This design comes from an exercise in tuning for small area, a short achievable clock period and few clock cycles per item on the open sky130 flow, not from production work.
In this exercise RTL edits were held to simulation tests only and were not proved equivalent to the original.
No activity file was given, so power comes from the tool's default toggle rates.

--- design/flow/design.v ---
`default_nettype none `timescale 1ns / 1ns
module shift_add_multiplier #(
    parameter integer WIDTH = 16
) (
    input wire clk,
    input wire reset_n,
    input wire tvalid_slave_1,
    input signed [WIDTH-1:0] tdata_slave_1,
    output wire tready_slave_1,
    input wire tvalid_slave_2,
    input signed [WIDTH-1:0] tdata_slave_2,
    output wire tready_slave_2,
    output reg tvalid_master,
    output reg signed [WIDTH-1:0] tdata_master,
    input wire tready_master
);
  reg held_1;
  reg held_2;
  reg [WIDTH-1:0] factor_a;
  reg [7:0] b_neg;
  reg [7:0] b_one;
  reg [7:0] b_two;
  wire [16:0] b_in = {tdata_slave_2, 1'b0};
  wire [7:0] b_in_neg, b_in_one, b_in_two;
  genvar gk;
  generate
    for (gk = 0; gk < 8; gk = gk + 1) begin : g_enc
      assign b_in_neg[gk] = b_in[2*gk+2];
      assign b_in_one[gk] = b_in[2*gk+1] ^ b_in[2*gk];
      assign b_in_two[gk] = (b_in[2*gk+2] & ~b_in[2*gk+1] & ~b_in[2*gk]) | (~b_in[2*gk+2] & b_in[2*gk+1] & b_in[2*gk]);
    end
  endgenerate
  wire [2:0] dup_neg, dup_one, dup_two;
  sam_digit_reg u_dup_0 (.clk(clk), .en(input_transaction_2), .d({b_in_two[0], b_in_one[0], b_in_neg[0]}), .q({dup_two[0], dup_one[0], dup_neg[0]}));
  sam_digit_reg u_dup_1 (.clk(clk), .en(input_transaction_2), .d({b_in_two[1], b_in_one[1], b_in_neg[1]}), .q({dup_two[1], dup_one[1], dup_neg[1]}));
  sam_digit_reg u_dup_2 (.clk(clk), .en(input_transaction_2), .d({b_in_two[2], b_in_one[2], b_in_neg[2]}), .q({dup_two[2], dup_one[2], dup_neg[2]}));
  wire [WIDTH-1:0] product;
  reg mid_valid_1;
  reg pipe_c188;
  reg pipe_c223;
  reg pipe_s225;
  reg pipe_s199;
  reg pipe_s228;
  reg pipe_c226;
  reg pipe_s248;
  reg pipe_c246;
  reg pipe_s251;
  reg pipe_c249;
  reg pipe_s254;
  reg pipe_c252;
  reg pipe_s257;
  reg pipe_c255;
  reg pipe_c258;
  reg pipe_g277;
  reg pipe_p278;
  reg pipe_g275;
  reg pipe_p276;
  reg pipe_g279;
  reg pipe_p280;
  reg pipe_G296;
  reg pipe_P297;
  reg pipe_g271;
  reg pipe_p272;
  reg pipe_G308;
  reg pipe_P309;
  reg pipe_p274;
  reg pipe_c229;
  reg pipe_x372;
  reg pipe_pp1;
  reg pipe_p266;
  reg pipe_r348;
  reg pipe_r349;
  wire room_1 = ~mid_valid_1 | ~tvalid_master;
  wire room_2 = ~tvalid_master;
  wire advance_1 = held_1 & held_2 & (room_1 | tready_master);
  wire advance_2 = mid_valid_1 & (room_2 | tready_master);
  wire input_transaction_1 = tvalid_slave_1 & tready_slave_1;
  wire input_transaction_2 = tvalid_slave_2 & tready_slave_2;
  sam_rdy u_rdy_1 (.held(held_1), .other(held_2), .room(room_1), .tready_master(tready_master), .tready(tready_slave_1));
  sam_rdy u_rdy_2 (.held(held_2), .other(held_1), .room(room_1), .tready_master(tready_master), .tready(tready_slave_2));
  always @(posedge clk) begin
    if (input_transaction_1) factor_a <= tdata_slave_1;
    if (input_transaction_2) begin
      b_neg <= b_in_neg;
      b_one <= b_in_one;
      b_two <= b_in_two;
    end
    if (advance_1) begin
      pipe_c188 <= c188;
      pipe_c223 <= c223;
      pipe_s225 <= s225;
      pipe_s199 <= s199;
      pipe_s228 <= s228;
      pipe_c226 <= c226;
      pipe_s248 <= s248;
      pipe_c246 <= c246;
      pipe_s251 <= s251;
      pipe_c249 <= c249;
      pipe_s254 <= s254;
      pipe_c252 <= c252;
      pipe_s257 <= s257;
      pipe_c255 <= c255;
      pipe_c258 <= c258;
      pipe_g277 <= g277;
      pipe_p278 <= p278;
      pipe_g275 <= g275;
      pipe_p276 <= p276;
      pipe_g279 <= g279;
      pipe_p280 <= p280;
      pipe_G296 <= G296;
      pipe_P297 <= P297;
      pipe_g271 <= g271;
      pipe_p272 <= p272;
      pipe_G308 <= G308;
      pipe_P309 <= P309;
      pipe_p274 <= p274;
      pipe_c229 <= c229;
      pipe_x372 <= x372;
      pipe_pp1 <= pp1;
      pipe_p266 <= p266;
      pipe_r348 <= r348;
      pipe_r349 <= r349;
    end
    if (advance_2) tdata_master <= product;
    if (!reset_n) begin
      held_1 <= 1'b0;
      held_2 <= 1'b0;
      mid_valid_1 <= 1'b0;
      tvalid_master <= 1'b0;
    end else begin
      held_1 <= input_transaction_1 | (held_1 & ~advance_1);
      held_2 <= input_transaction_2 | (held_2 & ~advance_1);
      mid_valid_1 <= advance_1 | (mid_valid_1 & ~advance_2);
      tvalid_master <= advance_2 | (tvalid_master & ~tready_master);
    end
  end
  wire [15:0] a = factor_a;
  wire pp1 = b_one[0] & a[0];
  wire pc2 = b_neg[0] & ~pp1;
  wire m3;
  sam_ao22 u_m3 (.x1(a[1]), .x2(a[0]), .one(b_one[0]), .two(b_two[0]), .m(m3));
  wire pp4;
  sam_x2 u_pp4 (.a(m3), .b(b_neg[0]), .y(pp4));
  wire m5;
  sam_ao22 u_m5 (.x1(a[2]), .x2(a[1]), .one(b_one[0]), .two(b_two[0]), .m(m5));
  wire pp6;
  sam_x2 u_pp6 (.a(m5), .b(b_neg[0]), .y(pp6));
  wire m7;
  sam_ao22 u_m7 (.x1(a[3]), .x2(a[2]), .one(b_one[0]), .two(b_two[0]), .m(m7));
  wire pp8;
  sam_x2 u_pp8 (.a(m7), .b(b_neg[0]), .y(pp8));
  wire m9;
  sam_ao22 u_m9 (.x1(a[4]), .x2(a[3]), .one(b_one[0]), .two(b_two[0]), .m(m9));
  wire pp10;
  sam_x2 u_pp10 (.a(m9), .b(b_neg[0]), .y(pp10));
  wire m11;
  sam_ao22 u_m11 (.x1(a[5]), .x2(a[4]), .one(b_one[0]), .two(b_two[0]), .m(m11));
  wire pp12;
  sam_x2 u_pp12 (.a(m11), .b(b_neg[0]), .y(pp12));
  wire m13;
  sam_ao22 u_m13 (.x1(a[6]), .x2(a[5]), .one(b_one[0]), .two(b_two[0]), .m(m13));
  wire pp14;
  sam_x2 u_pp14 (.a(m13), .b(b_neg[0]), .y(pp14));
  wire m15;
  sam_ao22 u_m15 (.x1(a[7]), .x2(a[6]), .one(b_one[0]), .two(b_two[0]), .m(m15));
  wire pp16;
  sam_x2 u_pp16 (.a(m15), .b(b_neg[0]), .y(pp16));
  wire m17;
  sam_ao22 u_m17 (.x1(a[8]), .x2(a[7]), .one(dup_one[0]), .two(dup_two[0]), .m(m17));
  wire pp18;
  sam_x2 u_pp18 (.a(m17), .b(dup_neg[0]), .y(pp18));
  wire m19;
  sam_ao22 u_m19 (.x1(a[9]), .x2(a[8]), .one(dup_one[0]), .two(dup_two[0]), .m(m19));
  wire pp20;
  sam_x2 u_pp20 (.a(m19), .b(dup_neg[0]), .y(pp20));
  wire m21;
  sam_ao22 u_m21 (.x1(a[10]), .x2(a[9]), .one(dup_one[0]), .two(dup_two[0]), .m(m21));
  wire pp22;
  sam_x2 u_pp22 (.a(m21), .b(dup_neg[0]), .y(pp22));
  wire m23;
  sam_ao22 u_m23 (.x1(a[11]), .x2(a[10]), .one(dup_one[0]), .two(dup_two[0]), .m(m23));
  wire pp24;
  sam_x2 u_pp24 (.a(m23), .b(dup_neg[0]), .y(pp24));
  wire m25;
  sam_ao22 u_m25 (.x1(a[12]), .x2(a[11]), .one(dup_one[0]), .two(dup_two[0]), .m(m25));
  wire pp26;
  sam_x2 u_pp26 (.a(m25), .b(dup_neg[0]), .y(pp26));
  wire m27;
  sam_ao22 u_m27 (.x1(a[13]), .x2(a[12]), .one(dup_one[0]), .two(dup_two[0]), .m(m27));
  wire pp28;
  sam_x2 u_pp28 (.a(m27), .b(dup_neg[0]), .y(pp28));
  wire m29;
  sam_ao22 u_m29 (.x1(a[14]), .x2(a[13]), .one(dup_one[0]), .two(dup_two[0]), .m(m29));
  wire pp30;
  sam_x2 u_pp30 (.a(m29), .b(dup_neg[0]), .y(pp30));
  wire m31;
  sam_ao22 u_m31 (.x1(a[15]), .x2(a[14]), .one(dup_one[0]), .two(dup_two[0]), .m(m31));
  wire pp32;
  sam_x2 u_pp32 (.a(m31), .b(dup_neg[0]), .y(pp32));
  wire pp33 = b_one[1] & a[0];
  wire pc34 = b_neg[1] & ~pp33;
  wire m35;
  sam_ao22 u_m35 (.x1(a[1]), .x2(a[0]), .one(b_one[1]), .two(b_two[1]), .m(m35));
  wire pp36;
  sam_x2 u_pp36 (.a(m35), .b(b_neg[1]), .y(pp36));
  wire m37;
  sam_ao22 u_m37 (.x1(a[2]), .x2(a[1]), .one(b_one[1]), .two(b_two[1]), .m(m37));
  wire pp38;
  sam_x2 u_pp38 (.a(m37), .b(b_neg[1]), .y(pp38));
  wire m39;
  sam_ao22 u_m39 (.x1(a[3]), .x2(a[2]), .one(b_one[1]), .two(b_two[1]), .m(m39));
  wire pp40;
  sam_x2 u_pp40 (.a(m39), .b(b_neg[1]), .y(pp40));
  wire m41;
  sam_ao22 u_m41 (.x1(a[4]), .x2(a[3]), .one(b_one[1]), .two(b_two[1]), .m(m41));
  wire pp42;
  sam_x2 u_pp42 (.a(m41), .b(b_neg[1]), .y(pp42));
  wire m43;
  sam_ao22 u_m43 (.x1(a[5]), .x2(a[4]), .one(b_one[1]), .two(b_two[1]), .m(m43));
  wire pp44;
  sam_x2 u_pp44 (.a(m43), .b(b_neg[1]), .y(pp44));
  wire m45;
  sam_ao22 u_m45 (.x1(a[6]), .x2(a[5]), .one(b_one[1]), .two(b_two[1]), .m(m45));
  wire pp46;
  sam_x2 u_pp46 (.a(m45), .b(b_neg[1]), .y(pp46));
  wire m47;
  sam_ao22 u_m47 (.x1(a[7]), .x2(a[6]), .one(dup_one[1]), .two(dup_two[1]), .m(m47));
  wire pp48;
  sam_x2 u_pp48 (.a(m47), .b(dup_neg[1]), .y(pp48));
  wire m49;
  sam_ao22 u_m49 (.x1(a[8]), .x2(a[7]), .one(dup_one[1]), .two(dup_two[1]), .m(m49));
  wire pp50;
  sam_x2 u_pp50 (.a(m49), .b(dup_neg[1]), .y(pp50));
  wire m51;
  sam_ao22 u_m51 (.x1(a[9]), .x2(a[8]), .one(dup_one[1]), .two(dup_two[1]), .m(m51));
  wire pp52;
  sam_x2 u_pp52 (.a(m51), .b(dup_neg[1]), .y(pp52));
  wire m53;
  sam_ao22 u_m53 (.x1(a[10]), .x2(a[9]), .one(dup_one[1]), .two(dup_two[1]), .m(m53));
  wire pp54;
  sam_x2 u_pp54 (.a(m53), .b(dup_neg[1]), .y(pp54));
  wire m55;
  sam_ao22 u_m55 (.x1(a[11]), .x2(a[10]), .one(dup_one[1]), .two(dup_two[1]), .m(m55));
  wire pp56;
  sam_x2 u_pp56 (.a(m55), .b(dup_neg[1]), .y(pp56));
  wire m57;
  sam_ao22 u_m57 (.x1(a[12]), .x2(a[11]), .one(dup_one[1]), .two(dup_two[1]), .m(m57));
  wire pp58;
  sam_x2 u_pp58 (.a(m57), .b(dup_neg[1]), .y(pp58));
  wire m59;
  sam_ao22 u_m59 (.x1(a[13]), .x2(a[12]), .one(dup_one[1]), .two(dup_two[1]), .m(m59));
  wire pp60;
  sam_x2 u_pp60 (.a(m59), .b(dup_neg[1]), .y(pp60));
  wire pp61 = b_one[2] & a[0];
  wire pc62 = b_neg[2] & ~pp61;
  wire m63;
  sam_ao22 u_m63 (.x1(a[1]), .x2(a[0]), .one(b_one[2]), .two(b_two[2]), .m(m63));
  wire pp64;
  sam_x2 u_pp64 (.a(m63), .b(b_neg[2]), .y(pp64));
  wire m65;
  sam_ao22 u_m65 (.x1(a[2]), .x2(a[1]), .one(b_one[2]), .two(b_two[2]), .m(m65));
  wire pp66;
  sam_x2 u_pp66 (.a(m65), .b(b_neg[2]), .y(pp66));
  wire m67;
  sam_ao22 u_m67 (.x1(a[3]), .x2(a[2]), .one(b_one[2]), .two(b_two[2]), .m(m67));
  wire pp68;
  sam_x2 u_pp68 (.a(m67), .b(b_neg[2]), .y(pp68));
  wire m69;
  sam_ao22 u_m69 (.x1(a[4]), .x2(a[3]), .one(b_one[2]), .two(b_two[2]), .m(m69));
  wire pp70;
  sam_x2 u_pp70 (.a(m69), .b(b_neg[2]), .y(pp70));
  wire m71;
  sam_ao22 u_m71 (.x1(a[5]), .x2(a[4]), .one(b_one[2]), .two(b_two[2]), .m(m71));
  wire pp72;
  sam_x2 u_pp72 (.a(m71), .b(b_neg[2]), .y(pp72));
  wire m73;
  sam_ao22 u_m73 (.x1(a[6]), .x2(a[5]), .one(dup_one[2]), .two(dup_two[2]), .m(m73));
  wire pp74;
  sam_x2 u_pp74 (.a(m73), .b(dup_neg[2]), .y(pp74));
  wire m75;
  sam_ao22 u_m75 (.x1(a[7]), .x2(a[6]), .one(dup_one[2]), .two(dup_two[2]), .m(m75));
  wire pp76;
  sam_x2 u_pp76 (.a(m75), .b(dup_neg[2]), .y(pp76));
  wire m77;
  sam_ao22 u_m77 (.x1(a[8]), .x2(a[7]), .one(dup_one[2]), .two(dup_two[2]), .m(m77));
  wire pp78;
  sam_x2 u_pp78 (.a(m77), .b(dup_neg[2]), .y(pp78));
  wire m79;
  sam_ao22 u_m79 (.x1(a[9]), .x2(a[8]), .one(dup_one[2]), .two(dup_two[2]), .m(m79));
  wire pp80;
  sam_x2 u_pp80 (.a(m79), .b(dup_neg[2]), .y(pp80));
  wire m81;
  sam_ao22 u_m81 (.x1(a[10]), .x2(a[9]), .one(dup_one[2]), .two(dup_two[2]), .m(m81));
  wire pp82;
  sam_x2 u_pp82 (.a(m81), .b(dup_neg[2]), .y(pp82));
  wire m83;
  sam_ao22 u_m83 (.x1(a[11]), .x2(a[10]), .one(dup_one[2]), .two(dup_two[2]), .m(m83));
  wire pp84;
  sam_x2 u_pp84 (.a(m83), .b(dup_neg[2]), .y(pp84));
  wire pp85 = b_one[3] & a[0];
  wire pc86 = b_neg[3] & ~pp85;
  wire m87;
  sam_ao22 u_m87 (.x1(a[1]), .x2(a[0]), .one(b_one[3]), .two(b_two[3]), .m(m87));
  wire pp88;
  sam_x2 u_pp88 (.a(m87), .b(b_neg[3]), .y(pp88));
  wire m89;
  sam_ao22 u_m89 (.x1(a[2]), .x2(a[1]), .one(b_one[3]), .two(b_two[3]), .m(m89));
  wire pp90;
  sam_x2 u_pp90 (.a(m89), .b(b_neg[3]), .y(pp90));
  wire m91;
  sam_ao22 u_m91 (.x1(a[3]), .x2(a[2]), .one(b_one[3]), .two(b_two[3]), .m(m91));
  wire pp92;
  sam_x2 u_pp92 (.a(m91), .b(b_neg[3]), .y(pp92));
  wire m93;
  sam_ao22 u_m93 (.x1(a[4]), .x2(a[3]), .one(b_one[3]), .two(b_two[3]), .m(m93));
  wire pp94;
  sam_x2 u_pp94 (.a(m93), .b(b_neg[3]), .y(pp94));
  wire m95;
  sam_ao22 u_m95 (.x1(a[5]), .x2(a[4]), .one(b_one[3]), .two(b_two[3]), .m(m95));
  wire pp96;
  sam_x2 u_pp96 (.a(m95), .b(b_neg[3]), .y(pp96));
  wire m97;
  sam_ao22 u_m97 (.x1(a[6]), .x2(a[5]), .one(b_one[3]), .two(b_two[3]), .m(m97));
  wire pp98;
  sam_x2 u_pp98 (.a(m97), .b(b_neg[3]), .y(pp98));
  wire m99;
  sam_ao22 u_m99 (.x1(a[7]), .x2(a[6]), .one(b_one[3]), .two(b_two[3]), .m(m99));
  wire pp100;
  sam_x2 u_pp100 (.a(m99), .b(b_neg[3]), .y(pp100));
  wire m101;
  sam_ao22 u_m101 (.x1(a[8]), .x2(a[7]), .one(b_one[3]), .two(b_two[3]), .m(m101));
  wire pp102;
  sam_x2 u_pp102 (.a(m101), .b(b_neg[3]), .y(pp102));
  wire m103;
  sam_ao22 u_m103 (.x1(a[9]), .x2(a[8]), .one(b_one[3]), .two(b_two[3]), .m(m103));
  wire pp104;
  sam_x2 u_pp104 (.a(m103), .b(b_neg[3]), .y(pp104));
  wire pp105 = b_one[4] & a[0];
  wire pc106 = b_neg[4] & ~pp105;
  wire m107;
  sam_ao22 u_m107 (.x1(a[1]), .x2(a[0]), .one(b_one[4]), .two(b_two[4]), .m(m107));
  wire pp108;
  sam_x2 u_pp108 (.a(m107), .b(b_neg[4]), .y(pp108));
  wire m109;
  sam_ao22 u_m109 (.x1(a[2]), .x2(a[1]), .one(b_one[4]), .two(b_two[4]), .m(m109));
  wire pp110;
  sam_x2 u_pp110 (.a(m109), .b(b_neg[4]), .y(pp110));
  wire m111;
  sam_ao22 u_m111 (.x1(a[3]), .x2(a[2]), .one(b_one[4]), .two(b_two[4]), .m(m111));
  wire pp112;
  sam_x2 u_pp112 (.a(m111), .b(b_neg[4]), .y(pp112));
  wire m113;
  sam_ao22 u_m113 (.x1(a[4]), .x2(a[3]), .one(b_one[4]), .two(b_two[4]), .m(m113));
  wire pp114;
  sam_x2 u_pp114 (.a(m113), .b(b_neg[4]), .y(pp114));
  wire m115;
  sam_ao22 u_m115 (.x1(a[5]), .x2(a[4]), .one(b_one[4]), .two(b_two[4]), .m(m115));
  wire pp116;
  sam_x2 u_pp116 (.a(m115), .b(b_neg[4]), .y(pp116));
  wire m117;
  sam_ao22 u_m117 (.x1(a[6]), .x2(a[5]), .one(b_one[4]), .two(b_two[4]), .m(m117));
  wire pp118;
  sam_x2 u_pp118 (.a(m117), .b(b_neg[4]), .y(pp118));
  wire m119;
  sam_ao22 u_m119 (.x1(a[7]), .x2(a[6]), .one(b_one[4]), .two(b_two[4]), .m(m119));
  wire pp120;
  sam_x2 u_pp120 (.a(m119), .b(b_neg[4]), .y(pp120));
  wire pp121 = b_one[5] & a[0];
  wire pc122 = b_neg[5] & ~pp121;
  wire m123;
  sam_ao22 u_m123 (.x1(a[1]), .x2(a[0]), .one(b_one[5]), .two(b_two[5]), .m(m123));
  wire pp124;
  sam_x2 u_pp124 (.a(m123), .b(b_neg[5]), .y(pp124));
  wire m125;
  sam_ao22 u_m125 (.x1(a[2]), .x2(a[1]), .one(b_one[5]), .two(b_two[5]), .m(m125));
  wire pp126;
  sam_x2 u_pp126 (.a(m125), .b(b_neg[5]), .y(pp126));
  wire m127;
  sam_ao22 u_m127 (.x1(a[3]), .x2(a[2]), .one(b_one[5]), .two(b_two[5]), .m(m127));
  wire pp128;
  sam_x2 u_pp128 (.a(m127), .b(b_neg[5]), .y(pp128));
  wire m129;
  sam_ao22 u_m129 (.x1(a[4]), .x2(a[3]), .one(b_one[5]), .two(b_two[5]), .m(m129));
  wire pp130;
  sam_x2 u_pp130 (.a(m129), .b(b_neg[5]), .y(pp130));
  wire m131;
  sam_ao22 u_m131 (.x1(a[5]), .x2(a[4]), .one(b_one[5]), .two(b_two[5]), .m(m131));
  wire pp132;
  sam_x2 u_pp132 (.a(m131), .b(b_neg[5]), .y(pp132));
  wire pp133 = b_one[6] & a[0];
  wire pc134 = b_neg[6] & ~pp133;
  wire m135;
  sam_ao22 u_m135 (.x1(a[1]), .x2(a[0]), .one(b_one[6]), .two(b_two[6]), .m(m135));
  wire pp136;
  sam_x2 u_pp136 (.a(m135), .b(b_neg[6]), .y(pp136));
  wire m137;
  sam_ao22 u_m137 (.x1(a[2]), .x2(a[1]), .one(b_one[6]), .two(b_two[6]), .m(m137));
  wire pp138;
  sam_x2 u_pp138 (.a(m137), .b(b_neg[6]), .y(pp138));
  wire m139;
  sam_ao22 u_m139 (.x1(a[3]), .x2(a[2]), .one(b_one[6]), .two(b_two[6]), .m(m139));
  wire pp140;
  sam_x2 u_pp140 (.a(m139), .b(b_neg[6]), .y(pp140));
  wire pp141 = b_one[7] & a[0];
  wire pc142 = b_neg[7] & ~pp141;
  wire m143;
  sam_ao22 u_m143 (.x1(a[1]), .x2(a[0]), .one(b_one[7]), .two(b_two[7]), .m(m143));
  wire pp144;
  sam_x2 u_pp144 (.a(m143), .b(b_neg[7]), .y(pp144));
  wire s145, s146;
  sam_ha u_s145 (.a(pc122), .b(pp24), .s(s145), .co(s146));
  wire xy147;
  sam_x2 u_xy147 (.a(pp133), .b(pp26), .y(xy147));
  wire s148;
  sam_x2 u_s148 (.a(xy147), .b(pp54), .y(s148));
  wire c149;
  sam_maj u_c149 (.a(pp133), .b(pp26), .c(pp54), .y(c149));
  wire xy150;
  sam_x2 u_xy150 (.a(pc134), .b(pp28), .y(xy150));
  wire s151;
  sam_x2 u_s151 (.a(xy150), .b(pp56), .y(s151));
  wire c152;
  sam_maj u_c152 (.a(pc134), .b(pp28), .c(pp56), .y(c152));
  wire s153, s154;
  sam_ha u_s153 (.a(pp80), .b(pp100), .s(s153), .co(s154));
  wire xy155;
  sam_x2 u_xy155 (.a(pp141), .b(pp30), .y(xy155));
  wire s156;
  sam_x2 u_s156 (.a(xy155), .b(pp58), .y(s156));
  wire c157;
  sam_maj u_c157 (.a(pp141), .b(pp30), .c(pp58), .y(c157));
  wire xy158;
  sam_x2 u_xy158 (.a(pp82), .b(pp102), .y(xy158));
  wire s159;
  sam_x2 u_s159 (.a(xy158), .b(pp118), .y(s159));
  wire c160;
  sam_maj u_c160 (.a(pp82), .b(pp102), .c(pp118), .y(c160));
  wire s161, s162;
  sam_ha u_s161 (.a(pc86), .b(pp16), .s(s161), .co(s162));
  wire xy163;
  sam_x2 u_xy163 (.a(pp105), .b(pp18), .y(xy163));
  wire s164;
  sam_x2 u_s164 (.a(xy163), .b(pp46), .y(s164));
  wire c165;
  sam_maj u_c165 (.a(pp105), .b(pp18), .c(pp46), .y(c165));
  wire xy166;
  sam_x2 u_xy166 (.a(pc106), .b(pp20), .y(xy166));
  wire s167;
  sam_x2 u_s167 (.a(xy166), .b(pp48), .y(s167));
  wire c168;
  sam_maj u_c168 (.a(pc106), .b(pp20), .c(pp48), .y(c168));
  wire s169, s170;
  sam_ha u_s169 (.a(pp72), .b(pp92), .s(s169), .co(s170));
  wire xy171;
  sam_x2 u_xy171 (.a(pp121), .b(pp22), .y(xy171));
  wire s172;
  sam_x2 u_s172 (.a(xy171), .b(pp50), .y(s172));
  wire c173;
  sam_maj u_c173 (.a(pp121), .b(pp22), .c(pp50), .y(c173));
  wire xy174;
  sam_x2 u_xy174 (.a(pp74), .b(pp94), .y(xy174));
  wire s175;
  sam_x2 u_s175 (.a(xy174), .b(pp110), .y(s175));
  wire c176;
  sam_maj u_c176 (.a(pp74), .b(pp94), .c(pp110), .y(c176));
  wire xy177;
  sam_x2 u_xy177 (.a(pp52), .b(pp76), .y(xy177));
  wire s178;
  sam_x2 u_s178 (.a(xy177), .b(pp96), .y(s178));
  wire c179;
  sam_maj u_c179 (.a(pp52), .b(pp76), .c(pp96), .y(c179));
  wire xy180;
  sam_x2 u_xy180 (.a(pp112), .b(pp124), .y(xy180));
  wire s181;
  sam_x2 u_s181 (.a(xy180), .b(s145), .y(s181));
  wire c182;
  sam_maj u_c182 (.a(pp112), .b(pp124), .c(s145), .y(c182));
  wire xy183;
  sam_x2 u_xy183 (.a(pp78), .b(pp98), .y(xy183));
  wire s184;
  sam_x2 u_s184 (.a(xy183), .b(pp114), .y(s184));
  wire c185;
  sam_maj u_c185 (.a(pp78), .b(pp98), .c(pp114), .y(c185));
  wire xy186;
  sam_x2 u_xy186 (.a(pp126), .b(s146), .y(xy186));
  wire s187;
  sam_x2 u_s187 (.a(xy186), .b(s148), .y(s187));
  wire c188;
  sam_maj u_c188 (.a(pp126), .b(s146), .c(s148), .y(c188));
  wire xy189;
  sam_x2 u_xy189 (.a(pp116), .b(pp128), .y(xy189));
  wire s190;
  sam_x2 u_s190 (.a(xy189), .b(pp136), .y(s190));
  wire c191;
  sam_maj u_c191 (.a(pp116), .b(pp128), .c(pp136), .y(c191));
  wire xy192;
  sam_x2 u_xy192 (.a(s153), .b(c149), .y(xy192));
  wire s193;
  sam_x2 u_s193 (.a(xy192), .b(s151), .y(s193));
  wire c194;
  sam_maj u_c194 (.a(s153), .b(c149), .c(s151), .y(c194));
  wire xy195;
  sam_x2 u_xy195 (.a(pp130), .b(pp138), .y(xy195));
  wire s196;
  sam_x2 u_s196 (.a(xy195), .b(s154), .y(s196));
  wire c197;
  sam_maj u_c197 (.a(pp130), .b(pp138), .c(s154), .y(c197));
  wire xy198;
  sam_x2 u_xy198 (.a(c152), .b(s156), .y(xy198));
  wire s199;
  sam_x2 u_s199 (.a(xy198), .b(s159), .y(s199));
  wire c200;
  sam_maj u_c200 (.a(c152), .b(s156), .c(s159), .y(c200));
  wire s201, s202;
  sam_ha u_s201 (.a(pc62), .b(pp12), .s(s201), .co(s202));
  wire xy203;
  sam_x2 u_xy203 (.a(pp85), .b(pp14), .y(xy203));
  wire s204;
  sam_x2 u_s204 (.a(xy203), .b(pp42), .y(s204));
  wire c205;
  sam_maj u_c205 (.a(pp85), .b(pp14), .c(pp42), .y(c205));
  wire xy206;
  sam_x2 u_xy206 (.a(pp44), .b(pp68), .y(xy206));
  wire s207;
  sam_x2 u_s207 (.a(xy206), .b(pp88), .y(s207));
  wire c208;
  sam_maj u_c208 (.a(pp44), .b(pp68), .c(pp88), .y(c208));
  wire xy209;
  sam_x2 u_xy209 (.a(pp70), .b(pp90), .y(xy209));
  wire s210;
  sam_x2 u_s210 (.a(xy209), .b(s162), .y(s210));
  wire c211;
  sam_maj u_c211 (.a(pp70), .b(pp90), .c(s162), .y(c211));
  wire xy212;
  sam_x2 u_xy212 (.a(pp108), .b(s169), .y(xy212));
  wire s213;
  sam_x2 u_s213 (.a(xy212), .b(c165), .y(s213));
  wire c214;
  sam_maj u_c214 (.a(pp108), .b(s169), .c(c165), .y(c214));
  wire xy215;
  sam_x2 u_xy215 (.a(s170), .b(c168), .y(xy215));
  wire s216;
  sam_x2 u_s216 (.a(xy215), .b(s172), .y(s216));
  wire c217;
  sam_maj u_c217 (.a(s170), .b(c168), .c(s172), .y(c217));
  wire xy218;
  sam_x2 u_xy218 (.a(c173), .b(c176), .y(xy218));
  wire s219;
  sam_x2 u_s219 (.a(xy218), .b(s178), .y(s219));
  wire c220;
  sam_maj u_c220 (.a(c173), .b(c176), .c(s178), .y(c220));
  wire xy221;
  sam_x2 u_xy221 (.a(c179), .b(s184), .y(xy221));
  wire s222;
  sam_x2 u_s222 (.a(xy221), .b(c182), .y(s222));
  wire c223;
  sam_maj u_c223 (.a(c179), .b(s184), .c(c182), .y(c223));
  wire xy224;
  sam_x2 u_xy224 (.a(c185), .b(s190), .y(xy224));
  wire s225;
  sam_x2 u_s225 (.a(xy224), .b(s193), .y(s225));
  wire c226;
  sam_maj u_c226 (.a(c185), .b(s190), .c(s193), .y(c226));
  wire xy227;
  sam_x2 u_xy227 (.a(c191), .b(s196), .y(xy227));
  wire s228;
  sam_x2 u_s228 (.a(xy227), .b(c194), .y(s228));
  wire c229;
  sam_maj u_c229 (.a(c191), .b(s196), .c(c194), .y(c229));
  wire s230, s231;
  sam_ha u_s230 (.a(pc34), .b(pp8), .s(s230), .co(s231));
  wire xy232;
  sam_x2 u_xy232 (.a(pp61), .b(pp10), .y(xy232));
  wire s233;
  sam_x2 u_s233 (.a(xy232), .b(pp38), .y(s233));
  wire c234;
  sam_maj u_c234 (.a(pp61), .b(pp10), .c(pp38), .y(c234));
  wire xy235;
  sam_x2 u_xy235 (.a(pp40), .b(pp64), .y(xy235));
  wire s236;
  sam_x2 u_s236 (.a(xy235), .b(s201), .y(s236));
  wire c237;
  sam_maj u_c237 (.a(pp40), .b(pp64), .c(s201), .y(c237));
  wire xy238;
  sam_x2 u_xy238 (.a(pp66), .b(s202), .y(xy238));
  wire s239;
  sam_x2 u_s239 (.a(xy238), .b(s204), .y(s239));
  wire c240;
  sam_maj u_c240 (.a(pp66), .b(s202), .c(s204), .y(c240));
  wire xy241;
  sam_x2 u_xy241 (.a(s161), .b(c205), .y(xy241));
  wire s242;
  sam_x2 u_s242 (.a(xy241), .b(s207), .y(s242));
  wire c243;
  sam_maj u_c243 (.a(s161), .b(c205), .c(s207), .y(c243));
  wire xy244;
  sam_x2 u_xy244 (.a(c208), .b(s164), .y(xy244));
  wire s245;
  sam_x2 u_s245 (.a(xy244), .b(s210), .y(s245));
  wire c246;
  sam_maj u_c246 (.a(c208), .b(s164), .c(s210), .y(c246));
  wire xy247;
  sam_x2 u_xy247 (.a(s167), .b(c211), .y(xy247));
  wire s248;
  sam_x2 u_s248 (.a(xy247), .b(s213), .y(s248));
  wire c249;
  sam_maj u_c249 (.a(s167), .b(c211), .c(s213), .y(c249));
  wire xy250;
  sam_x2 u_xy250 (.a(s175), .b(c214), .y(xy250));
  wire s251;
  sam_x2 u_s251 (.a(xy250), .b(s216), .y(s251));
  wire c252;
  sam_maj u_c252 (.a(s175), .b(c214), .c(s216), .y(c252));
  wire xy253;
  sam_x2 u_xy253 (.a(s181), .b(s219), .y(xy253));
  wire s254;
  sam_x2 u_s254 (.a(xy253), .b(c217), .y(s254));
  wire c255;
  sam_maj u_c255 (.a(s181), .b(s219), .c(c217), .y(c255));
  wire xy256;
  sam_x2 u_xy256 (.a(s187), .b(c220), .y(xy256));
  wire s257;
  sam_x2 u_s257 (.a(xy256), .b(s222), .y(s257));
  wire c258;
  sam_maj u_c258 (.a(s187), .b(c220), .c(s222), .y(c258));
  wire xy259;
  sam_x2 u_xy259 (.a(pipe_c188), .b(pipe_c223), .y(xy259));
  wire s260;
  sam_x2 u_s260 (.a(xy259), .b(pipe_s225), .y(s260));
  wire c261;
  sam_maj u_c261 (.a(pipe_c188), .b(pipe_c223), .c(pipe_s225), .y(c261));
  wire xy262;
  sam_x2 u_xy262 (.a(pipe_s199), .b(pipe_s228), .y(xy262));
  wire s263;
  sam_x2 u_s263 (.a(xy262), .b(pipe_c226), .y(s263));
  wire c264;
  sam_maj u_c264 (.a(pipe_s199), .b(pipe_s228), .c(pipe_c226), .y(c264));
  wire g265 = pc2 & pp4;
  wire p266 = pc2 ^ pp4;
  wire g267 = pp33 & pp6;
  wire p268 = pp33 ^ pp6;
  wire g269 = pp36 & s230;
  wire p270 = pp36 ^ s230;
  wire g271 = s233 & s231;
  wire p272 = s233 ^ s231;
  wire g273 = s236 & c234;
  wire p274 = s236 ^ c234;
  wire g275 = s239 & c237;
  wire p276 = s239 ^ c237;
  wire g277 = s242 & c240;
  wire p278 = s242 ^ c240;
  wire g279 = s245 & c243;
  wire p280 = s245 ^ c243;
  wire g281 = pipe_s248 & pipe_c246;
  wire p282 = pipe_s248 ^ pipe_c246;
  wire g283 = pipe_s251 & pipe_c249;
  wire p284 = pipe_s251 ^ pipe_c249;
  wire g285 = pipe_s254 & pipe_c252;
  wire p286 = pipe_s254 ^ pipe_c252;
  wire g287 = pipe_s257 & pipe_c255;
  wire p288 = pipe_s257 ^ pipe_c255;
  wire g289 = s260 & pipe_c258;
  wire p290 = s260 ^ pipe_c258;
  wire g291 = s263 & c261;
  wire p292 = s263 ^ c261;
  wire P293 = p266 & pp1;
  wire G294 = g269 | (p270 & g267);
  wire P295 = p270 & p268;
  wire G296 = g273 | (p274 & g271);
  wire P297 = p274 & p272;
  wire G298 = pipe_g277 | (pipe_p278 & pipe_g275);
  wire P299 = pipe_p278 & pipe_p276;
  wire G300 = g281 | (p282 & pipe_g279);
  wire P301 = p282 & pipe_p280;
  wire G302 = g285 | (p286 & g283);
  wire P303 = p286 & p284;
  wire G304 = g289 | (p290 & g287);
  wire P305 = p290 & p288;
  wire G306 = g267 | (p268 & g265);
  wire P307 = p268 & P293;
  wire G308 = G294 | (P295 & g265);
  wire P309 = P295 & P293;
  wire G310 = pipe_g275 | (pipe_p276 & pipe_G296);
  wire P311 = pipe_p276 & pipe_P297;
  wire G312 = G298 | (P299 & pipe_G296);
  wire P313 = P299 & pipe_P297;
  wire G314 = g283 | (p284 & G300);
  wire P315 = p284 & P301;
  wire G316 = G302 | (P303 & G300);
  wire P317 = P303 & P301;
  wire G318 = g291 | (p292 & G304);
  wire P319 = p292 & P305;
  wire G320 = pipe_g271 | (pipe_p272 & pipe_G308);
  wire P321 = pipe_p272 & pipe_P309;
  wire G322 = pipe_G296 | (pipe_P297 & pipe_G308);
  wire P323 = pipe_P297 & pipe_P309;
  wire G324 = G310 | (P311 & pipe_G308);
  wire P325 = P311 & pipe_P309;
  wire G326 = G312 | (P313 & pipe_G308);
  wire P327 = P313 & pipe_P309;
  wire G328 = g287 | (p288 & G316);
  wire P329 = p288 & P317;
  wire G330 = G304 | (P305 & G316);
  wire P331 = P305 & P317;
  wire G332 = G318 | (P319 & G316);
  wire P333 = P319 & P317;
  wire G334 = pipe_g279 | (pipe_p280 & G326);
  wire P335 = pipe_p280 & P327;
  wire G336 = G300 | (P301 & G326);
  wire P337 = P301 & P327;
  wire G338 = G314 | (P315 & G326);
  wire P339 = P315 & P327;
  wire G340 = G316 | (P317 & G326);
  wire P341 = P317 & P327;
  wire G342 = G328 | (P329 & G326);
  wire P343 = P329 & P327;
  wire G344 = G330 | (P331 & G326);
  wire P345 = P331 & P327;
  wire G346 = G332 | (P333 & G326);
  wire P347 = P333 & P327;
  wire r348 = p268 ^ g265;
  wire r349 = p270 ^ G306;
  wire r350 = pipe_p272 ^ pipe_G308;
  wire r351 = pipe_p274 ^ G320;
  wire r352 = pipe_p276 ^ G322;
  wire r353 = pipe_p278 ^ G324;
  wire r354 = pipe_p280 ^ G326;
  wire r355 = p282 ^ G334;
  wire r356 = p284 ^ G336;
  wire r357 = p286 ^ G338;
  wire r358 = p288 ^ G340;
  wire r359 = p290 ^ G342;
  wire r360 = p292 ^ G344;
  wire x361;
  sam_x2 u_x361 (.a(pc142), .b(pp104), .y(x361));
  wire x362;
  sam_x2 u_x362 (.a(pp120), .b(pp132), .y(x362));
  wire x363;
  sam_x2 u_x363 (.a(pp140), .b(pp144), .y(x363));
  wire x364;
  sam_x2 u_x364 (.a(pp32), .b(pp60), .y(x364));
  wire x365;
  sam_x2 u_x365 (.a(pp84), .b(x361), .y(x365));
  wire x366;
  sam_x2 u_x366 (.a(x362), .b(x363), .y(x366));
  wire x367;
  sam_x2 u_x367 (.a(x364), .b(c157), .y(x367));
  wire x368;
  sam_x2 u_x368 (.a(c160), .b(x365), .y(x368));
  wire x369;
  sam_x2 u_x369 (.a(x366), .b(x367), .y(x369));
  wire x370;
  sam_x2 u_x370 (.a(c197), .b(x368), .y(x370));
  wire x371;
  sam_x2 u_x371 (.a(x369), .b(c200), .y(x371));
  wire x372;
  sam_x2 u_x372 (.a(x370), .b(x371), .y(x372));
  wire x373;
  sam_x2 u_x373 (.a(pipe_c229), .b(pipe_x372), .y(x373));
  wire x374;
  sam_x2 u_x374 (.a(c264), .b(x373), .y(x374));
  wire x375;
  sam_x2 u_x375 (.a(x374), .b(G346), .y(x375));
  assign product = {x375, r360, r359, r358, r357, r356, r355, r354, r353, r352, r351, r350, pipe_r349, pipe_r348, pipe_p266, pipe_pp1};
endmodule
module sam_rdy (
    input wire held,
    input wire other,
    input wire room,
    input wire tready_master,
    output wire tready
);
  assign tready = ~held | (other & (room | tready_master));
endmodule
module sam_digit_reg (
    input wire clk,
    input wire en,
    input wire [2:0] d,
    output reg [2:0] q
);
  always @(posedge clk) if (en) q <= d;
endmodule
module sam_fa (
    input wire a,
    input wire b,
    input wire c,
    output wire s,
    output wire co
);
  assign s  = a ^ b ^ c;
  assign co = (a & b) | (a & c) | (b & c);
endmodule
module sam_ha (
    input wire a,
    input wire b,
    output wire s,
    output wire co
);
  assign s  = a ^ b;
  assign co = a & b;
endmodule
module sam_x2 (
    input wire a,
    input wire b,
    output wire y
);
  assign y = a ^ b;
endmodule
module sam_maj (
    input wire a,
    input wire b,
    input wire c,
    output wire y
);
  assign y = (a & b) | (a & c) | (b & c);
endmodule
module sam_ao22 (
    input wire x1,
    input wire x2,
    input wire one,
    input wire two,
    output wire m
);
  assign m = (one & x1) | (two & x2);
endmodule
module sam_bsel (
    input wire x1,
    input wire x2,
    input wire one,
    input wire two,
    input wire neg,
    output wire pp
);
  assign pp = ((one & x1) | (two & x2)) ^ neg;
endmodule
--- design/flow/flow/run.sh ---
#!/bin/bash
set -euo pipefail
export BUFFER_PORTS_ARGS="-buffer_cell sky130_fd_sc_hd__buf_1"
export CTS_ARGS="-sink_clustering_enable -repair_clock_nets -buf_list sky130_fd_sc_hd__clkbuf_8 -sink_clustering_size 24 -dont_use_dummy_load"
bash standard.sh > standard.log 2>&1
--- design/flow/standard.sh ---
#!/bin/bash
# synth_recipe.tcl (not shown) runs the flow's synth.tcl, then flattens the netlist and writes it again
# the make line also repeats each setting of config.mk as NAME=value (left out here)
make -C /OpenROAD-flow-scripts/flow DESIGN_CONFIG=/design/flow/config.mk WORK_HOME=/design/flow/orfs CLKGATE_MAP_FILE= SYNTH_SCRIPT=/design/flow/synth_recipe.tcl "${@:-finish}"
--- design/flow/config.mk ---
export PLATFORM = sky130hd
export DESIGN_NAME = shift_add_multiplier
export DESIGN_NICKNAME = shift_add_multiplier
export VERILOG_FILES = /design/flow/design.v
export SDC_FILE = /design/flow/constraint.sdc
export NUM_CORES = 4
export LEC_CHECK = 0
export CAP_MARGIN = 0
export CORE_MARGIN = 2
export CORE_UTILIZATION = 40
export CTS_BUF_LIST = sky130_fd_sc_hd__clkbuf_8
export GPL_TIMING_DRIVEN = 0
export SETUP_SLACK_MARGIN = 2.4
export SLEW_MARGIN = 0
export SYNTH_HIERARCHICAL = 1
--- design/flow/constraint.sdc ---
create_clock -name core_clock -period 5.0 [get_ports {clk}]
set_input_delay 1.0000 -clock core_clock [delete_from_list [all_inputs] [get_ports {clk}]]
set_output_delay 1.0000 -clock core_clock [all_outputs]
set_load 0.01 [all_outputs]
==> qor.yml, run 1 <==
critical_path:
  crit_family: "buffers and inverters"
  crit_arrival_ns: 1.47
  cp_num_buf_inv: 2
  cp-end-kind: "primary output"
  r2r_start: "u_dup_0.q[1]"
  crit_end: "tready_slave_2"
  critPathLaunch: "tready_master"
  r2r_slack_ns: 2.54
  crit_cells: 4
  path_cells: "buf_1 > o21ai_1 > nand2_1 > buf_1"
  slowest_delay_ns: 0.15
  startpoint_type: "input port"
  worst-path-max-fanout: 3
  crit_type: "input port to primary output"
  reg2reg_to: "pipe_c258"
  cpMaxStageDelayCell: "o21ai_1"
  cp_common_cell: "buf_1"
  required_ns: 4.00
  r2r_cells: 6
timing:
  tightest_slew_ns: 0.8746
  hold_violations: 0
  tns_ns: 0
  finalCriticalPeriod_ns: 2.473
  finClkSkew_ns: 0.03050
  max_freq_mhz: 404.4
  slew_headroom_pct: 41.43
  drv_slew: 0
  rsz0062_at_grt: "false"
  period_share_pct: 49.45
  setup_slack_ns: 2.527
  timing.hold.ws_ns: 0.4281
  setup_viol: 0
drt:
  via_per_inst: 4.939
  wirelength_um: 10770
  route.vias.total: 3788
  wl_per_cell_um: 14.04
  drt_first_iter_violations: 171
  first_pass_iters: 4
  ant_nets: 0
  drc_errors: 0
power_and_ir_drop:
  p_sw_share_pct: 31.73
  leakagePower_nw: 2.637
  power_frac_seq_pct: 46.8
  pwr-share-clk_pct: 16.1
  combinationalPowerShare_pct: 37.1
  p_total_mw: 2.492
  power_density_mw_per_mm2: 357.8
  irDropWorstVdd_v: 0.0001719
  power_switching_mw: 0.7905
  internal-power_mw: 1.701
logic_synthesis:
  yosysTopAreaCellShare_pct: 46.69
  ys_seq_area_share_pct: 47.96
  syn_area_per_cell_um2: 12.97
  synth_fp_nets: 546
  synth_area_mm2: 0.006304
  yosysMostFrequentCell: "xor2_1"
  yosys_register_bits: 102
  syn_inst: 486
  yosysUniqueCellTypes: 32
  yosys_warnings: 8
  synth_area_leaders: "edfxtp_1, xor2_1, a22o_1"
  synth_edf_count: 98
  ys.flop_type: "edfxtp_1"
  synthArstFlopShare_pct: 0
  netlist_top_cells_count: "xor2_1, edfxtp_1, a22o_1, maj3_2, ha_1"
  yosysTopAreaCell: "edfxtp_1"
global_routing:
  track_usage_pct: 13.82
  grt_antenna_before_repair: 0
  grt_pass1_vias: 3759
  grt_pass1_wl_um: 18150
  overflow: 0
  grt_max_degree: 35
clock_tree:
  cts_hold_buf: 0
  numCtsBuffers: 9
  cts_max_path_buffers: 2
  clock_sinks: 102
  ctsHtreeMaxLevel: 3
  cts-root-buf: "clkbuf_8"
  clkTransAtPathRegs_ns: 0.09
  clk_latency_ns: 0.38
  cts_tree: "built"
finish:
  seq_area_mm2: 0.003023
  final-instance-count-excl-fill: 767
  fill_cells: 1483
  post-route-cell-area_mm2: 0.006963
  drive_above_1_share_pct: 10.07
  antenna-diode-count: 0
  syn_to_final_growth_pct: 10.46
  multi_input_area_mm2: 0.003281
  post-route-util_pct: 45.47
  finalNetCount: 618
floorplan:
  core_mm2: 0.01531
  die_y_um: 129.5
  die_x_um: 129.5
  rows: 45
  ios: 56
  start_util_pct: 41.16
  die_area_mm2: 0.01678
placed_design:
  dp_slack_ns: 2.071
  hpwl_um: 8425
  post_dp_cell_area_mm2: 0.006777
  gp_congestion: 0.7646
  place_inst: 752
  port_buffers: 55
flow_run:
  drv_cap: 0
worst_hold_path:
  hold_path_class: "flop to flop"
  hp-start: "pipe_r349"
outcome:
  status: "timing/DRC/antenna clean"
[power by group through the flow]
| stage | combinational [mW] | clock (mW) | sequential, mW |
|---|---|---|---|
| finish | 0.923 | 0.401 | 1.17 |
| global route | 1.05 | 0.448 | 1.18 |
| CTS | 0.928 | 0.425 | 1.17 |
| detailed placement | 0.924 | 0 | 1.19 |
| global placement | 0.908 | 0 | 1.19 |
| floorplan | 0.767 | 0 | 1.17 |
[Yosys stat by module (local to each module, per instance)]
module                area, um^2  cells inside
sam_rdy                    8.758             2
sam_ha                     12.51             1
sam_x2                     8.758             1
sam_digit_reg              90.09             3
sam_maj                    11.26             1
sam_ao22                   8.758             1
shift_add_multiplier        3652           216
[what timing repair did]
| item | CTS | global route |
|---|---|---|
| gates resized for setup | 0 | 1 |
| endpoints found under the setup margin | 0 | 9 |
| buffers inserted | 0 | 6 |
[sequential cells by signal, summed over array words and instances, names as in the netlist, 3 cells and up]
register and cells:
u_dup_1.q 3, factor_a 16, u_dup_2.q 3, tdata_master 16
b_neg 8, b_two 8, b_one 8, u_dup_0.q 3
[area by class of cell]
type / instances / area share (%)
Multi-Input combinational cell: 383 / 47.12
Sequential cell: 102 / 43.41
Timing Repair Buffer: 61 / 3.792
Tap cell: 211 / 3.792
Clock buffer: 9 / 1.779
Inverter: 1 / 0.1078
[cell families after synthesis]
family                     count (synthesis)  share of synthesized area [%]
buffers and inverters                      1                        0.05949
and+or+nand+nor                           64                          5.856
adders and majority gates                 59                          11.12
AOI/OAI and AO/OA                         94                          11.95
xor gates and xnor gates                 166                          23.06
DFF                                      102                          47.96
[cells in the final DEF (no fill, tap or decap), types with 3 or more instances in the layout]
| cell | Yosys | final |
|---|---|---|
| nand3b_1 | 7 | 7 |
| a22o_1 | 64 | 64 |
| o21ai_0 | 9 | 9 |
| edfxtp_1 | 98 | 98 |
| maj3_2 | 36 | 36 |
| nor2b_1 | 13 | 12 |
| clkbuf_8 | 0 | 9 |
| a21oi_1 | 5 | 5 |
| buf_4 | 0 | 5 |
| xnor2_1 | 4 | 4 |
| nor2_1 | 9 | 9 |
| buf_1 | 0 | 55 |
| nand2b_1 | 8 | 8 |
| a21o_1 | 5 | 5 |
| and2_1 | 11 | 10 |
| o21a_1 | 3 | 3 |
| ha_1 | 22 | 22 |
| xor2_1 | 162 | 162 |
| nand2_1 | 7 | 7 |
| dfxtp_1 | 4 | 4 |
[layer usage]
| metal | vias up | part of all wire [%] | global-route usage (%) | wire length [um] |
|---|---|---|---|---|
| met4 | 0 | 1.9 | 6.515 | 202 |
| met1 | 1772 | 48 | 18.04 | 5149 |
| met2 | 59 | 47 | 22.57 | 5090 |
| li1 | 1944 | - | - | - |
| met3 | 13 | 3.0 | 2.271 | 326 |
| met5 | - | 0 | 0 | 0 |
[worst min path at each step]
stage                      end  slack (ns)  cells past startpoint
2_1_floorplan  tdata_master[0]        0.40                      0
3_3_place_gp   tdata_master[3]        0.40                      0
3_5_place_dp   tdata_master[1]        0.41                      0
4_1_cts        tdata_master[1]        0.43                      0
5_1_grt        tdata_master[1]        0.44                      0
6_report       tdata_master[3]        0.43                      0
Testbench counts, summed over its fixed seeds: cycles 1,224, items 1,200.
==> run 2: changes to the inputs <==
--- a/design/flow/design.v
+++ b/design/flow/design.v
@@ -31,8 +31,9 @@
     end
   endgenerate
-  wire [2:0] dup_neg, dup_one, dup_two;
+  wire [3:0] dup_neg, dup_one, dup_two;
   sam_digit_reg u_dup_0 (.clk(clk), .en(input_transaction_2), .d({b_in_two[0], b_in_one[0], b_in_neg[0]}), .q({dup_two[0], dup_one[0], dup_neg[0]}));
   sam_digit_reg u_dup_1 (.clk(clk), .en(input_transaction_2), .d({b_in_two[1], b_in_one[1], b_in_neg[1]}), .q({dup_two[1], dup_one[1], dup_neg[1]}));
   sam_digit_reg u_dup_2 (.clk(clk), .en(input_transaction_2), .d({b_in_two[2], b_in_one[2], b_in_neg[2]}), .q({dup_two[2], dup_one[2], dup_neg[2]}));
+  sam_digit_reg u_dup_3 (.clk(clk), .en(input_transaction_2), .d({b_in_two[3], b_in_one[3], b_in_neg[3]}), .q({dup_two[3], dup_one[3], dup_neg[3]}));
   wire [WIDTH-1:0] product;
   reg mid_valid_1;
@@ -317,23 +318,23 @@
   sam_x2 u_pp94 (.a(m93), .b(b_neg[3]), .y(pp94));
   wire m95;
-  sam_ao22 u_m95 (.x1(a[5]), .x2(a[4]), .one(b_one[3]), .two(b_two[3]), .m(m95));
+  sam_ao22 u_m95 (.x1(a[5]), .x2(a[4]), .one(dup_one[3]), .two(dup_two[3]), .m(m95));
   wire pp96;
-  sam_x2 u_pp96 (.a(m95), .b(b_neg[3]), .y(pp96));
+  sam_x2 u_pp96 (.a(m95), .b(dup_neg[3]), .y(pp96));
   wire m97;
-  sam_ao22 u_m97 (.x1(a[6]), .x2(a[5]), .one(b_one[3]), .two(b_two[3]), .m(m97));
+  sam_ao22 u_m97 (.x1(a[6]), .x2(a[5]), .one(dup_one[3]), .two(dup_two[3]), .m(m97));
   wire pp98;
-  sam_x2 u_pp98 (.a(m97), .b(b_neg[3]), .y(pp98));
+  sam_x2 u_pp98 (.a(m97), .b(dup_neg[3]), .y(pp98));
   wire m99;
-  sam_ao22 u_m99 (.x1(a[7]), .x2(a[6]), .one(b_one[3]), .two(b_two[3]), .m(m99));
+  sam_ao22 u_m99 (.x1(a[7]), .x2(a[6]), .one(dup_one[3]), .two(dup_two[3]), .m(m99));
   wire pp100;
-  sam_x2 u_pp100 (.a(m99), .b(b_neg[3]), .y(pp100));
+  sam_x2 u_pp100 (.a(m99), .b(dup_neg[3]), .y(pp100));
   wire m101;
-  sam_ao22 u_m101 (.x1(a[8]), .x2(a[7]), .one(b_one[3]), .two(b_two[3]), .m(m101));
+  sam_ao22 u_m101 (.x1(a[8]), .x2(a[7]), .one(dup_one[3]), .two(dup_two[3]), .m(m101));
   wire pp102;
-  sam_x2 u_pp102 (.a(m101), .b(b_neg[3]), .y(pp102));
+  sam_x2 u_pp102 (.a(m101), .b(dup_neg[3]), .y(pp102));
   wire m103;
-  sam_ao22 u_m103 (.x1(a[9]), .x2(a[8]), .one(b_one[3]), .two(b_two[3]), .m(m103));
+  sam_ao22 u_m103 (.x1(a[9]), .x2(a[8]), .one(dup_one[3]), .two(dup_two[3]), .m(m103));
   wire pp104;
-  sam_x2 u_pp104 (.a(m103), .b(b_neg[3]), .y(pp104));
+  sam_x2 u_pp104 (.a(m103), .b(dup_neg[3]), .y(pp104));
   wire pp105 = b_one[4] & a[0];
   wire pc106 = b_neg[4] & ~pp105;
==> run 2 against run 1 <==
  * Setup slack lost 0.0072 ns
  * Non-clock buffer count increased by 2
  * Register-to-register slack got worse by 0.02 ns
  * Clock skew up 0.019 ns
  * Worst hold slack got worse by 0.0061 ns
  * Highest routed layer unchanged
  * Sequential share of layout area is 0.57 points higher
  * Routed wire length rose by 4.7%
  * Via count up 3.8%
  * Global-route usage grew 0.47 points
==> qor.yml, run 2 <==
logic_synthesis:
  yosysTopAreaCellShare_pct: 47.44  # +0.75 points
  synth_edf_count: 101  # +3.1%
  synth_fp_nets: 549  # +0.55%
  syn_inst: 489  # +0.62%
  ys_seq_area_share_pct: 48.69  # +0.73 points
  yosys_warnings: 8  # unchanged
  yosysUniqueCellTypes: 32  # unchanged
  syn_area_per_cell_um2: 13.07  # +0.81%
  ys.flop_type: "edfxtp_1"
  yosysMostFrequentCell: "xor2_1"
  synthArstFlopShare_pct: 0  # unchanged
  netlist_top_cells_count: "xor2_1, edfxtp_1, a22o_1, maj3_2, ha_1"
  synth_area_leaders: "edfxtp_1, xor2_1, a22o_1"
  yosysTopAreaCell: "edfxtp_1"
  yosys_register_bits: 105  # +2.9%
  synth_area_mm2: 0.006394  # +1.4%
timing:
  slew_headroom_pct: 19.05  # -22 points
  rsz0062_at_grt: "false"
  finClkSkew_ns: 0.04904  # +0.01854 ns
  setup_viol: 0  # unchanged
  period_share_pct: 49.60  # +0.14 points
  tightest_slew_ns: 1.213  # +0.3384 ns
  hold_violations: 0  # unchanged
  finalCriticalPeriod_ns: 2.480  # +0.007200 ns
  drv_slew: 0  # unchanged
  setup_slack_ns: 2.520  # -0.007200 ns
  max_freq_mhz: 403.2  # -0.29%
  tns_ns: 0  # unchanged
critical_path:
  crit_arrival_ns: 2.58  # +1.11 ns
  crit_type: "flop to flop"
  required_ns: 5.10  # +1.10 ns
  worst-path-max-fanout: 8  # +5
  crit_end: "pipe_c258"
  r2r_cells: 6  # unchanged
  r2r_start: "u_dup_0.q[2]"
  r2r_slack_ns: 2.52  # -0.02 ns
  path_cells: "a22o_1 > xor2_1 > ha_1 > maj3_2 > xor2_1 > maj3_2"
  reg2reg_to: "pipe_c258"
  slowest_delay_ns: 0.51  # +0.36 ns
  cpMaxStageDelayCell: "edfxtp_1"
  cp-end-kind: "flop"
  critPathLaunch: "u_dup_0.q[2]"
  startpoint_type: "flop"
clock_tree:
  cts-root-buf: "clkbuf_8"
  clkTransAtPathRegs_ns: 0.12  # +0.03 ns
  numCtsBuffers: 9  # unchanged
  clk_latency_ns: 0.40  # +0.02 ns
  ctsHtreeMaxLevel: 3  # unchanged
  cts_max_path_buffers: 2  # unchanged
  clock_sinks: 105  # +2.9%
  cts_tree: "built"
global_routing:
  overflow: 0  # unchanged
  grt_max_degree: 38  # +8.6%
  grt_pass1_wl_um: 18710  # +3.1%
  track_usage_pct: 14.30  # +0.47 points
  grt_antenna_before_repair: 0  # unchanged
  grt_pass1_vias: 3882  # +3.3%
floorplan:
  rows: 46  # +2.2%
  ios: 56  # unchanged
  core_mm2: 0.01577  # +3.0%
  die_y_um: 130.4  # +0.69%
  die_area_mm2: 0.01701  # +1.4%
  die_x_um: 130.4  # +0.69%
  start_util_pct: 40.54  # -0.62 points
drt:
  wl_per_cell_um: 14.51  # +3.4%
  drc_errors: 0  # unchanged
  via_per_inst: 5.060  # +2.5%
  drt_first_iter_violations: 130  # -24%
  first_pass_iters: 4  # unchanged
  wirelength_um: 11280  # +4.7%
  route.vias.total: 3932  # +3.8%
  ant_nets: 0  # unchanged
placed_design:
  gp_congestion: 0.8030  # +5.0%
  port_buffers: 55  # unchanged
  post_dp_cell_area_mm2: 0.006874  # +1.4%
  dp_slack_ns: 2.232  # +0.1605 ns
  hpwl_um: 8669  # +2.9%
power_and_ir_drop:
  power_density_mw_per_mm2: 360.0  # +0.61%
  irDropWorstVdd_v: 0.0001410  # -18%
  leakagePower_nw: 2.687  # +1.9%
finish:
  antenna-diode-count: 0  # unchanged
  syn_to_final_growth_pct: 10.70
  top_regs: "factor_a x16, tdata_master x16"
  finalNetCount: 623  # +0.81%
  drive_above_1_share_pct: 10.34  # +0.27 points
  final_cell_mix: "xor2_1, edfxtp_1, a22o_1"
  final_common_cell: "xor2_1"
  post-route-cell-area_mm2: 0.007078  # +1.7%
worst_hold_path:
  hold_path_class: "flop to flop"
flow_run:
  drv_cap: 0  # unchanged
outcome:
  status: "timing/DRC/antenna clean"
-- run 2: changes by cell type in the layout (fill, tap and decap cells not counted), sizes merged --
| cell | delta |
|---|---|
| buf | +2 |
| clkinvlp | -1 |
| edfxtp | +3 |
| inv | +1 |
-- run 2: power breakdown --
group / total (mW) / leakage (nW) / switching, mW / internal (mW)
registers: 1.20 / 0.983 / 0.0711 / 1.13
clock network: 0.409 / 0.0647 / 0.247 / 0.162
logic: 0.943 / 1.64 / 0.495 / 0.448
-- run 2: what timing repair did --
item | 4_1_cts | 5_1_grt
gates resized for setup | 0 | 1
hold buffers | 0 | 0
buffers inserted | 0 | 8
endpoints found under the setup margin | 0 | 4
endpoints found under the hold margin | 0 | 0
-- run 2: logic make-up (layout without fill, tap and decap cells) --
family,after synthesis,in the layout,synth area share (%)
AO/OA/AOI/OAI,94,94,11.78
XOR/XNOR,166,166,22.74
adder cells (fa/ha/maj),59,59,10.96
buffers and inverters,1,73,0.05865
flip-flops,105,105,48.69
AND/OR/NAND/NOR,64,64,5.773
-- run 2: per-layer routing --
metal	routed length [um]	GRT usage, %	vias to the layer above
li1	-	-	1969
met1	5104	17.69	1883
met2	5594	24.45	63
met3	308	2.362	17
met4	267	6.946	0
met5	0	0	-
-- run 2: area by class of cell --
class                   count  area, um^2
multi-input cells         383        3288
clock buffers               9       123.9
inverters                   1       3.754
flip-flops and latches    105        3113
well taps                 216       270.3
fillers                  1519        8692
repair buffers             63       279.0
-- run 2: worst min-delay path by stage --
stage | start | end | cells after the start
4_1_cts | pipe_r349 | tdata_master[3] | 0
3_5_place_dp | pipe_r349 | tdata_master[3] | 0
6_report | pipe_r349 | tdata_master[3] | 0
5_1_grt | pipe_r349 | tdata_master[3] | 0
2_1_floorplan | pipe_pp1 | tdata_master[0] | 0
3_3_place_gp | pipe_r349 | tdata_master[3] | 0
-- run 2: per-stage QoR --
step,util (%),power [mW],instances,hold WS (ns)
floorplan,-,1.968,489,0.4003
global placement,43.57,2.132,760,0.4013
detailed placement,43.59,2.161,760,0.4052
CTS,44.37,2.578,769,0.4238
global route,44.88,2.741,777,0.4357
finish,44.88,2.548,777,0.4220
-- run 2: per-module statistics from Yosys (local to each module, per instance) --
module / area (um^2) / cells inside / flops+latches / copies in the design
shift_add_multiplier: 3652 / 216 / 93 / 1
sam_digit_reg: 90.09 / 3 / 3 / 4
sam_ha: 12.51 / 1 / 0 / 6
sam_maj: 11.26 / 1 / 0 / 36
sam_ao22: 8.758 / 1 / 0 / 64
sam_rdy: 8.758 / 2 / 0 / 2
sam_x2: 8.758 / 1 / 0 / 151
-- run 2: worst max-delay path: cells and delay by family (launching register included) --
| family | cells | cell delay, ns |
|---|---|---|
| XOR/XNOR | 2 | 0.45 |
| adder cells (fa/ha/maj) | 3 | 0.97 |
| flip-flops | 1 | 0.51 |
| AO/OA/AOI/OAI | 1 | 0.25 |
Testbench counts of run 2, summed over its fixed seeds: cycles 1,224, items 1,200.

port drivers added, routing unchanged:
How much do the figures lean on ideal ports? The routed layouts below were timed once more, with nothing changed but the port constraints.
Step 1 assumes that a clkbuf_16 drives the clock port and a buf_2 every other input.
Step 2, shift: input delay + t, output delay - t, t = (earliest + latest rising clock arrival at the registers) / 2. This alone moves slack from input paths to output paths.
a / b / c = no drivers / after step 1 / after step 2; a / b = the first two.
| run | t (ns) | slack for setup (ns) | pins driven straight from the clock port |
|---|---|---|---|
| run 1 | 0.395 | 2.527 / 2.507 / 2.262 | 1 |
| run 2 | 0.405 | 2.520 / 2.520 / 2.241 | 1 |
After both steps every run listed still meets setup and hold. The setup slack of run 2, which loses most, moves by 0.000 ns with the drivers and by -0.279 ns with both steps.
